This design comes from an exercise in tuning for small area, a short achievable clock period and few clock cycles on the open sky130 flow, not from production work. Where RTL was checked, it was by simulation tests only, not by an equivalence proof against the original. Power and IR drop assume default switching activity.

main:
## mult_accelerator
module mult_accelerator (
	input clk,
	output read_n,
	output write_n,
	output chipselect,
	input waitrequest,
	output [31:0] address,
	output [1:0] byteenable,
	input readdatavalid,
	input [15:0] readdata,
	output [15:0] writedata,
	input reset_n
);
==> flow/config.mk <==
export PLATFORM = sky130hd
export DESIGN_NAME = mult_accelerator
export DESIGN_NICKNAME = mult_accelerator
export VERILOG_FILES = /design/flow/design.v
export SDC_FILE = /design/flow/constraint.sdc
export NUM_CORES = 4
export LEC_CHECK = 0
export CAP_MARGIN = 20
export CORE_MARGIN = 2
export CORE_UTILIZATION = 65
export CTS_BUF_LIST = sky130_fd_sc_hd__clkbuf_8
export PLACE_DENSITY = 0.75
export SETUP_SLACK_MARGIN = 3.8
export SLEW_MARGIN = 20
export BUFFER_PORTS_ARGS = -buffer_cell sky130_fd_sc_hd__buf_2
==> flow/constraint.sdc <==
create_clock -name core_clock -period 6.0 [get_ports {clk}]
set_input_delay 1.2000 -clock core_clock [delete_from_list [all_inputs] [get_ports {clk}]]
set_output_delay 1.2000 -clock core_clock [all_outputs]
set_load 0.01 [all_outputs]
standard.sh (not shown) runs the stock make flow with config.mk's settings and CLKGATE_MAP_FILE= SYNTH_SCRIPT=/design/flow/synth_recipe.tcl, a recipe that flattens the netlist after the stock synthesis.
==> flow/flow/run.sh <==
#!/bin/bash
# Standard layout, with plain buffers on the ports.
set -e
echo 'export BUFFER_PORTS_ARGS = -buffer_cell sky130_fd_sc_hd__buf_2' >> config.mk
bash standard.sh > standard.log 2>&1
### main -> the feature branch
--- a/flow/design.v
+++ b/flow/design.v
@@ -32,24 +32,24 @@
 reg [15:0] pcur, pnxt;
 reg [3:0]  rm;           
 reg [15:0] gptr;         
 reg [9:0]  ra;           
 reg        rl;           
 reg        t1p, t2p, t1w, t2w;  
 reg [3:0]  t1g, t2g;     
 reg        clr;          
-reg [5:0]  y;            
+reg [4:0]  y01, y23;     
 reg        yv;           
-reg [4:0]  acc_lo;
-reg [8:0]  acc_hi;
+reg [5:0]  acc_lo;
+reg [7:0]  acc_hi;
 assign read_n = !rd;
 assign write_n = !wr;
 assign address = {2'b11, 13'd0, aq, 1'b0};
-assign writedata = {{2{acc_hi[8]}}, acc_hi, acc_lo};
+assign writedata = {{2{acc_hi[7]}}, acc_hi, acc_lo};
 wire adv = !(rd || wr) || !waitrequest;
 wire [9:0] phi = layer2 ? PIX2[15:6] : PIX1[15:6];
 wire [5:0] plo = layer2 ? PIX2[5:0] : PIX1[5:0];
 wire acc_done = !t1w && !t2w && !yv;
 function [3:0] need;
 	input [15:0] w;
 	need = {|w[3:0], |w[7:4], |w[11:8], |w[15:12]};
 endfunction
@@ -174,28 +174,29 @@
 	end
 end
 wire arr_wt = t2w;
 wire [3:0] g = t2g;
 wire [3:0] o0 = g[0] ? {~readdata[3],  readdata[2:0]}   : 4'd8;
 wire [3:0] o1 = g[1] ? {~readdata[7],  readdata[6:4]}   : 4'd8;
 wire [3:0] o2 = g[2] ? {~readdata[11], readdata[10:8]}  : 4'd8;
 wire [3:0] o3 = g[3] ? {~readdata[15], readdata[14:12]} : 4'd8;
-wire [6:0] lo_sum = acc_lo + y;
+wire [7:0] lo_sum = acc_lo + {yv, y01} + y23;
 reg [1:0] cr;     
 reg       yd;     
 always @(posedge clk) begin
 	clr <= (state == S_POLL && cmd) || (state == S_WR && adv);
-	y <= arr_wt ? o0 + o1 + o2 + o3 : 6'd0;
+	y01 <= arr_wt ? o0 + o1 : 5'd0;
+	y23 <= arr_wt ? o2 + o3 : 5'd0;
 	yv <= arr_wt;
 	if (clr || state == S_FL0) begin
-		acc_lo <= {5{state == S_FL0}};
-		acc_hi <= {9{state == S_FL0}};
+		acc_lo <= {6{state == S_FL0}};
+		acc_hi <= {8{state == S_FL0}};
 		cr <= 2'd0;
 		yd <= 1'b0;
 	end else begin
-		acc_lo <= lo_sum[4:0];
+		acc_lo <= lo_sum[5:0];
 		acc_hi <= acc_hi + cr - yd;
-		cr <= lo_sum[6:5];
+		cr <= lo_sum[7:6];
 		yd <= yv;
 	end
 end
 endmodule
--- outcome ---
- The final layouts of main and the feature branch pass the timing, DRC and antenna checks.
- The lower worst setup slack came out of main.
- | global routing met2 resource utilization | lower: the feature branch |
- | floorplan row count | the feature branch vs main | 1 higher |
- Diff main -> the feature branch: flop and latch count out of synthesis increased by about 3% relative to the old numbers; register-to-register path setup slack increased by 0.38 ns relative to the old numbers; design area increased by about 0.9% relative to the old numbers; minimum clock period decreased by 0.85 ns relative to the old numbers; violation count after the first detailed-route iteration decreased by about 11% relative to the old numbers.
- Between main and the feature branch, the met2 wire length does not differ in any meaningful way.
- Power: the feature branch draws less than main
Testbench counts of the feature branch, summed over its fixed seeds: cycles 420,833.
Function not checked in main: the RTL went through the layout flow alone.

---

The RTL this note starts from:
==> flow/design.v <==
module mult_accelerator (
	input clk,
	output read_n,
	output write_n,
	output chipselect,
	input waitrequest,
	output [31:0] address,
	output [1:0] byteenable,
	input readdatavalid,
	input [15:0] readdata,
	output [15:0] writedata,
	input reset_n
);
assign byteenable = 2'b11;
assign chipselect = 1'b1;
localparam [15:0] PIX1 = 16'd1,     W1 = 16'd50,    R1 = 16'd39250,
                  PIX2 = 16'd39450, W2 = 16'd39463, R2 = 16'd49463;
localparam [5:0] PLAST1 = PIX1[5:0] + 6'd48, PLAST2 = PIX2[5:0] + 6'd12;
localparam [9:0] RLAST1 = R1[9:0] + 10'd199, RLAST2 = R2[9:0] + 10'd199;
localparam [13:0] OFS1 = -14'sd6272, OFS2 = -14'sd1600;
localparam [2:0] S_POLL = 3'd0, S_RUN = 3'd1, S_END = 3'd2, S_WR = 3'd3,
                 S_FL0 = 3'd4, S_FLAG = 3'd5;
reg [2:0]  state;
reg        layer2;       
reg        cmd;          
reg        ph;           
reg [1:0]  sd;           
reg        gl;           
reg        rl;           
reg [5:0]  pa;           
reg [9:0]  ra;           
reg [15:0] wptr;         
reg [15:0] aq;           
reg        rd, wr;       
reg [1:0]  t1, t2;       
reg        clr;          
reg [15:0] pix;          
reg [1:0]  q;            
reg [4:0]  y01, y23;     
reg        yv;           
reg        cy;           
reg [5:0]  acc_lo;
reg [7:0]  acc_hi;
assign read_n = !rd;
assign write_n = !wr;
assign address = {2'b11, 13'd0, aq, 1'b0};
assign writedata = {{2{acc_hi[7]}}, acc_hi, acc_lo};
wire adv = !(rd || wr) || !waitrequest;
wire [9:0] phi = layer2 ? PIX2[15:6] : PIX1[15:6];
wire [5:0] plo = layer2 ? PIX2[5:0] : PIX1[5:0];
wire wl = (sd == 2'd0);                
wire acc_done = !t1[1] && !t2[1] && !yv;
always @(posedge clk) begin
	if (!reset_n) begin
		state <= S_POLL;
		rd <= 1'b0;
		wr <= 1'b0;
	end else if (state == S_POLL && cmd) begin
		state <= S_RUN;
		rd <= 1'b1;
		aq <= {phi, plo};
	end else if (adv) begin
		case (state)
			S_POLL: begin
				rd <= 1'b1;
				aq <= 16'd0;
			end
			S_RUN: begin
				if (ph || !wl)
					aq <= wptr;
				else if (gl) begin
					state <= S_END;
					aq <= {phi, plo};
				end else
					aq <= {phi, pa};
			end
			S_END: begin
				rd <= 1'b0;
				if (acc_done) begin
					state <= S_WR;
					aq <= {layer2 ? R2[15:10] : R1[15:10], ra};
					wr <= 1'b1;
				end
			end
			S_WR: begin
				wr <= 1'b0;
				if (rl)
					state <= S_FL0;
				else begin
					state <= S_RUN;
					aq <= wptr;
					rd <= 1'b1;
				end
			end
			S_FL0: begin
				state <= S_FLAG;
				aq <= 16'd0;
				wr <= 1'b1;
			end
			default: begin
				state <= S_POLL;
				wr <= 1'b0;
			end
		endcase
	end
end
always @(posedge clk) begin
	if (!reset_n) begin
		cmd <= 1'b0;
		t1 <= 2'b00;
		t2 <= 2'b00;
	end else begin
		cmd <= (state == S_POLL) && !cmd && readdatavalid &&
		       (&readdata[15:2]) && (readdata[1] ^ readdata[0]);
		t2 <= t1;
		t1 <= (!waitrequest && rd && (state == S_RUN || state == S_END)) ? {!ph, ph} : 2'b00;
	end
end
always @(posedge clk) begin
	if (state == S_POLL) begin
		if (readdatavalid && !cmd)
			layer2 <= readdata[0];
		ph <= 1'b1;
		gl <= 1'b0;
		pa <= plo + 6'd1;
		ra <= layer2 ? R2[9:0] : R1[9:0];
		wptr <= layer2 ? W2 : W1;
	end else if (adv) begin
		if ((state == S_RUN && (ph || !wl)) || (state == S_WR && !rl))
			wptr <= wptr + 16'd1;
		if ((state == S_RUN || state == S_END) && ph) begin
			ph <= 1'b0;
			sd <= (layer2 && gl) ? 2'd1 : 2'd3;
		end
		if (state == S_RUN && !ph) begin
			sd <= sd - 2'd1;
			if (wl) begin
				ph <= 1'b1;
				if (gl) begin
					pa <= plo + 6'd1;
					gl <= 1'b0;
				end else begin
					pa <= pa + 6'd1;
					gl <= (pa == (layer2 ? PLAST2 : PLAST1));
				end
			end
		end
		if (state == S_END && acc_done) begin
			ra <= ra + 10'd1;
			rl <= (ra == (layer2 ? RLAST2 : RLAST1));
		end
	end
end
wire arr_pix = t2[0];
wire arr_wt  = t2[1];
reg [3:0] g;
always @(*)
	case (q)
		2'd0: g = pix[15:12];
		2'd1: g = pix[11:8];
		2'd2: g = pix[7:4];
		default: g = pix[3:0];
	endcase
wire [3:0] o0 = g[0] ? {~readdata[3],  readdata[2:0]}   : 4'd8;
wire [3:0] o1 = g[1] ? {~readdata[7],  readdata[6:4]}   : 4'd8;
wire [3:0] o2 = g[2] ? {~readdata[11], readdata[10:8]}  : 4'd8;
wire [3:0] o3 = g[3] ? {~readdata[15], readdata[14:12]} : 4'd8;
wire [6:0] lo_sum = acc_lo + y01 + y23;
always @(posedge clk) begin
	clr <= (state == S_POLL && cmd) || (state == S_WR && adv);
	if (arr_pix)
		pix <= readdata;
	if (arr_pix)
		q <= 2'd0;
	else if (arr_wt)
		q <= q + 2'd1;
	y01 <= arr_wt ? o0 + o1 : 5'd0;
	y23 <= arr_wt ? o2 + o3 : 5'd0;
	yv <= arr_wt;
	if (clr || state == S_FL0) begin
		acc_lo <= {6{state == S_FL0}};
		acc_hi <= (state == S_FL0) ? 8'hFF : (layer2 ? OFS2[13:6] : OFS1[13:6]);
		cy <= 1'b0;
	end else begin
		acc_lo <= lo_sum[5:0];
		acc_hi <= acc_hi + cy;
		cy <= lo_sum[6];
	end
end
endmodule
export LEC_CHECK = 0
export CAP_MARGIN = 20
export CORE_MARGIN = 2
export CORE_UTILIZATION = 65
export CTS_BUF_LIST = sky130_fd_sc_hd__clkbuf_8
export PLACE_DENSITY = 0.75
export SETUP_SLACK_MARGIN = 3.8
export SLEW_MARGIN = 20
export BUFFER_PORTS_ARGS = -buffer_cell sky130_fd_sc_hd__buf_2
create_clock -name core_clock -period 6.0 [get_ports {clk}]
Scripts as last shown in full above: flow/flow/run.sh
Change:
--- a/flow/design.v
+++ b/flow/design.v
@@ -36,5 +36,4 @@
 reg        clr;          
 reg [15:0] pix;          
-reg [1:0]  q;            
 reg [4:0]  y01, y23;     
 reg        yv;           
@@ -154,12 +153,5 @@
 wire arr_pix = t2[0];
 wire arr_wt  = t2[1];
-reg [3:0] g;
-always @(*)
-	case (q)
-		2'd0: g = pix[15:12];
-		2'd1: g = pix[11:8];
-		2'd2: g = pix[7:4];
-		default: g = pix[3:0];
-	endcase
+wire [3:0] g = pix[15:12];
 wire [3:0] o0 = g[0] ? {~readdata[3],  readdata[2:0]}   : 4'd8;
 wire [3:0] o1 = g[1] ? {~readdata[7],  readdata[6:4]}   : 4'd8;
@@ -171,8 +163,6 @@
 	if (arr_pix)
 		pix <= readdata;
-	if (arr_pix)
-		q <= 2'd0;
 	else if (arr_wt)
-		q <= q + 2'd1;
+		pix <= {pix[11:0], 4'd0};
 	y01 <= arr_wt ? o0 + o1 : 5'd0;
 	y23 <= arr_wt ? o2 + o3 : 5'd0;
What happened:
- total power is higher by about 4.3%
- wire length is lower by about 9%
- synthesized cell count is lower by 0.69%
- sequential share of layout area is higher by 2.0 points
- count of clock-buffer cells in the layout does not change
Testbench counts after the change, summed over its fixed seeds: cycles 573,099.
No functional check of the RTL was part of the first run of this note.

---

## ember
RTL: one of the versions met above, not the one the previous note started from.
Size in the first run: ~700 cells after synthesis.
export LEC_CHECK = 0
export CAP_MARGIN = 20
export CORE_MARGIN = 2
export CORE_UTILIZATION = 65
export CTS_BUF_LIST = sky130_fd_sc_hd__clkbuf_8
export PLACE_DENSITY = 0.75
export SETUP_SLACK_MARGIN = 3.6
export SLEW_MARGIN = 20
export BUFFER_PORTS_ARGS = -buffer_cell sky130_fd_sc_hd__buf_2
create_clock -name core_clock -period 6.0 [get_ports {clk}]
Scripts as last shown in full above: flow/flow/run.sh
Testbench counts of ember, summed over its fixed seeds: cycles 420,833.
Changes in garnet relative to ember:
diff --git a/flow/design.v b/flow/design.v
--- a/flow/design.v
+++ b/flow/design.v
@@ -26,23 +26,25 @@
 reg [15:0] aq;           
 reg        cp;           
 reg [3:0]  cg;           
 reg [5:0]  pa;           
 reg        pdone;        
 reg        vcur, vnxt;   
 reg [15:0] pcur, pnxt;
+reg        lcur, lnxt;   
 reg [3:0]  rm;           
 reg [15:0] gptr;         
 reg [9:0]  ra;           
 reg        rl;           
 reg        t1p, t2p, t1w, t2w;  
 reg [3:0]  t1g, t2g;     
 reg        clr;          
 reg [4:0]  y01, y23;     
 reg        yv;           
+reg [1:0]  cy;           
 reg [5:0]  acc_lo;
 reg [7:0]  acc_hi;
 assign read_n = !rd;
 assign write_n = !wr;
 assign address = {2'b11, 13'd0, aq, 1'b0};
 assign writedata = {{2{acc_hi[7]}}, acc_hi, acc_lo};
 wire adv = !(rd || wr) || !waitrequest;
@@ -65,15 +67,15 @@
 wire [3:0] knib = ({4{kbit[0]}} & pcur[15:12]) | ({4{kbit[1]}} & pcur[11:8]) |
                   ({4{kbit[2]}} & pcur[7:4])   | ({4{kbit[3]}} & pcur[3:0]);
 wire [1:0] gl = gptr[1:0];
 wire [1:0] klo = {gl[1] ^ kbit[2] ^ kbit[3] ^ (gl[0] && (kbit[1] || kbit[3])), gl[0] ^ kbit[1] ^ kbit[3]};
 wire kcy = gl == 2'd1 ? kbit[3] : gl == 2'd2 ? (kbit[2] || kbit[3]) : gl == 2'd3 ? !kbit[0] : 1'b0;
 wire [13:0] ghi1 = gptr[15:2] + 14'd1;
 wire [15:0] waddr = {kcy ? ghi1 : gptr[15:2], klo};
-wire l2last = layer2 && pdone && !t1p && !t2p && !cur_p && !vnxt;
+wire l2last = layer2 && lcur;
 wire [15:0] gnext = l2last ? {gl[1] ? ghi1 : gptr[15:2], !gl[1], gl[0]} : {ghi1, gl};
 wire row_left = !pdone || t1p || t2p || (rd && cp) || vnxt || can_w;
 wire run_sel = (state == S_RUN) || (state == S_WR && !rl);
 wire cp_sel = (run_sel || state == S_END && !acc_done) && can_p;
 wire cw_sel = run_sel && !can_p && can_w;
 wire wr_sel = (state == S_END && acc_done) || state == S_FL0;
 wire choose_p = adv && cp_sel;
@@ -102,15 +104,15 @@
 end
 always @(posedge clk)
 	if (adv) begin
 		aq <= cp_sel ? {phi, pa} :
 		      cw_sel ? waddr :
 		      (state == S_END) ? {layer2 ? R2[15:10] : R1[15:10], ra} : 16'd0;
 		cp <= cp_sel;
-		cg <= knib;
+		cg <= cp_sel ? {3'd0, pa == (layer2 ? PLAST2 : PLAST1)} : knib;
 	end
 always @(posedge clk) begin
 	if (!reset_n) begin
 		cmd <= 1'b0;
 		t1p <= 1'b0;
 		t2p <= 1'b0;
 		t1w <= 1'b0;
@@ -122,16 +124,15 @@
 		t2w <= t1w;
 		t1p <= !waitrequest && rd && cp && state != S_POLL;
 		t1w <= !waitrequest && rd && !cp && state != S_POLL;
 	end
 	t2g <= t1g;
 	t1g <= cg;
 end
-wire pin_last = layer2 && pdone && !t1p && !cur_p;
-wire [15:0] pin = {readdata[15:8], pin_last ? 8'd0 : readdata[7:0]};
+wire [15:0] pin = {readdata[15:8], (layer2 && t2g[0]) ? 8'd0 : readdata[7:0]};
 always @(posedge clk) begin
 	if (state == S_POLL) begin
 		if (readdatavalid && !cmd)
 			layer2 <= readdata[0];
 		vcur <= 1'b0;
 		vnxt <= 1'b0;
 		pa <= plo;
@@ -150,25 +151,29 @@
 		if (choose_w)
 			rm <= rm & ~kbit;
 		if (rel)
 			gptr <= gnext;
 		if (rel || !vcur) begin
 			if (vnxt) begin
 				pcur <= pnxt;
+				lcur <= lnxt;
 				rm <= need(pnxt);
 				vcur <= 1'b1;
 				vnxt <= t2p;
 				pnxt <= pin;
+				lnxt <= t2g[0];
 			end else begin
 				pcur <= pin;
+				lcur <= t2g[0];
 				rm <= need(pin);
 				vcur <= t2p;
 			end
 		end else if (t2p) begin
 			pnxt <= pin;
+			lnxt <= t2g[0];
 			vnxt <= 1'b1;
 		end
 		if (state == S_END && adv && acc_done) begin
 			ra <= ra + 10'd1;
 			rl <= (ra == (layer2 ? RLAST2 : RLAST1));
 		end
 	end
@@ -176,27 +181,24 @@
 wire arr_wt = t2w;
 wire [3:0] g = t2g;
 wire [3:0] o0 = g[0] ? {~readdata[3],  readdata[2:0]}   : 4'd8;
 wire [3:0] o1 = g[1] ? {~readdata[7],  readdata[6:4]}   : 4'd8;
 wire [3:0] o2 = g[2] ? {~readdata[11], readdata[10:8]}  : 4'd8;
 wire [3:0] o3 = g[3] ? {~readdata[15], readdata[14:12]} : 4'd8;
 wire [7:0] lo_sum = acc_lo + {yv, y01} + y23;
-reg [1:0] cr;     
-reg       yd;     
+wire [1:0] hd = lo_sum[7:6] - yv;    
 always @(posedge clk) begin
 	clr <= (state == S_POLL && cmd) || (state == S_WR && adv);
 	y01 <= arr_wt ? o0 + o1 : 5'd0;
 	y23 <= arr_wt ? o2 + o3 : 5'd0;
 	yv <= arr_wt;
 	if (clr || state == S_FL0) begin
 		acc_lo <= {6{state == S_FL0}};
 		acc_hi <= {8{state == S_FL0}};
-		cr <= 2'd0;
-		yd <= 1'b0;
+		cy <= 2'd0;
 	end else begin
 		acc_lo <= lo_sum[5:0];
-		acc_hi <= acc_hi + cr - yd;
-		cr <= lo_sum[7:6];
-		yd <= yv;
+		acc_hi <= acc_hi + {{6{cy[1]}}, cy};
+		cy <= hd;
 	end
 end
 endmodule
==> comparison <==
- Re number of hold-slack violations in the final timing report: no difference whatsoever between ember and garnet.
- Measured against each other, ember and garnet differ in first-pass GRT wire length, the higher figure coming from ember.
- Library cell contributing the largest single delay on the critical path: fa_1 -> garnet, edfxtp_1 -> ember
- garnet vs. ember: utilization ~0 delta; wire length after detailed routing now sits lower; clock period minus worst slack grew by 0.24 ns.
- Compared garnet vs ember, and part of the power in combinational logic is down in garnet.
- Layout multi-input combinational cell count of garnet is on par with ember.
- Count of non-CTS buffers in the layout: garnet < ember
- On garnet: switching part of the total is 2.4 points lower than what ember gave.
- Between ember and garnet, the met2 track utilization from global routing is higher for ember.
- ember → garnet: non-filler instance count after layout dropped 0.55%; critical path depth grew by 4; pin count of the biggest net entering global routing went down by about 3%; mux contribution to synthesized area closely matched the old numbers.
No functional check of the RTL was part of garnet.

==> afterwards: timing with drivers on the ports <==
Ports are ideal in the flow. The routed layouts listed here were re-timed in OpenROAD. Step 1 sets driving cells, clkbuf_16 on the clock port and buf_2 on the other inputs (assumed; they add their load-dependent delay and slew). Step 2 also shifts input and output timing later by t, the mid clock arrival at the registers, as if the neighbouring blocks saw the same clock. a / b / c = ideal ports / drivers / drivers and shift; a / b = the first two.
run	t (ns)	slack for setup (ns)	latest minus earliest clock arrival (ns)	worst data-port slew with drivers (ns)
main	0.477	2.939 / 2.938 / 2.461	0.012 / 0.012	0.05
the feature branch	0.488	3.794 / 3.771 / 3.401	0.010 / 0.010	0.06
the first run of note 2	0.417	3.609 / 3.609 / 3.496	0.014 / 0.014	0.04
the second run of note 2	0.393	3.843 / 3.811 / 3.520	0.010 / 0.010	0.04
ember	0.484	3.664 / 3.662 / 3.258	0.012 / 0.012	0.06
garnet	0.479	3.420 / 3.420 / 3.334	0.012 / 0.013	0.04
After both steps setup and hold are still met in every run listed. The setup slack of main, which loses most, moves by -0.001 ns with the drivers and by -0.478 ns with both steps.
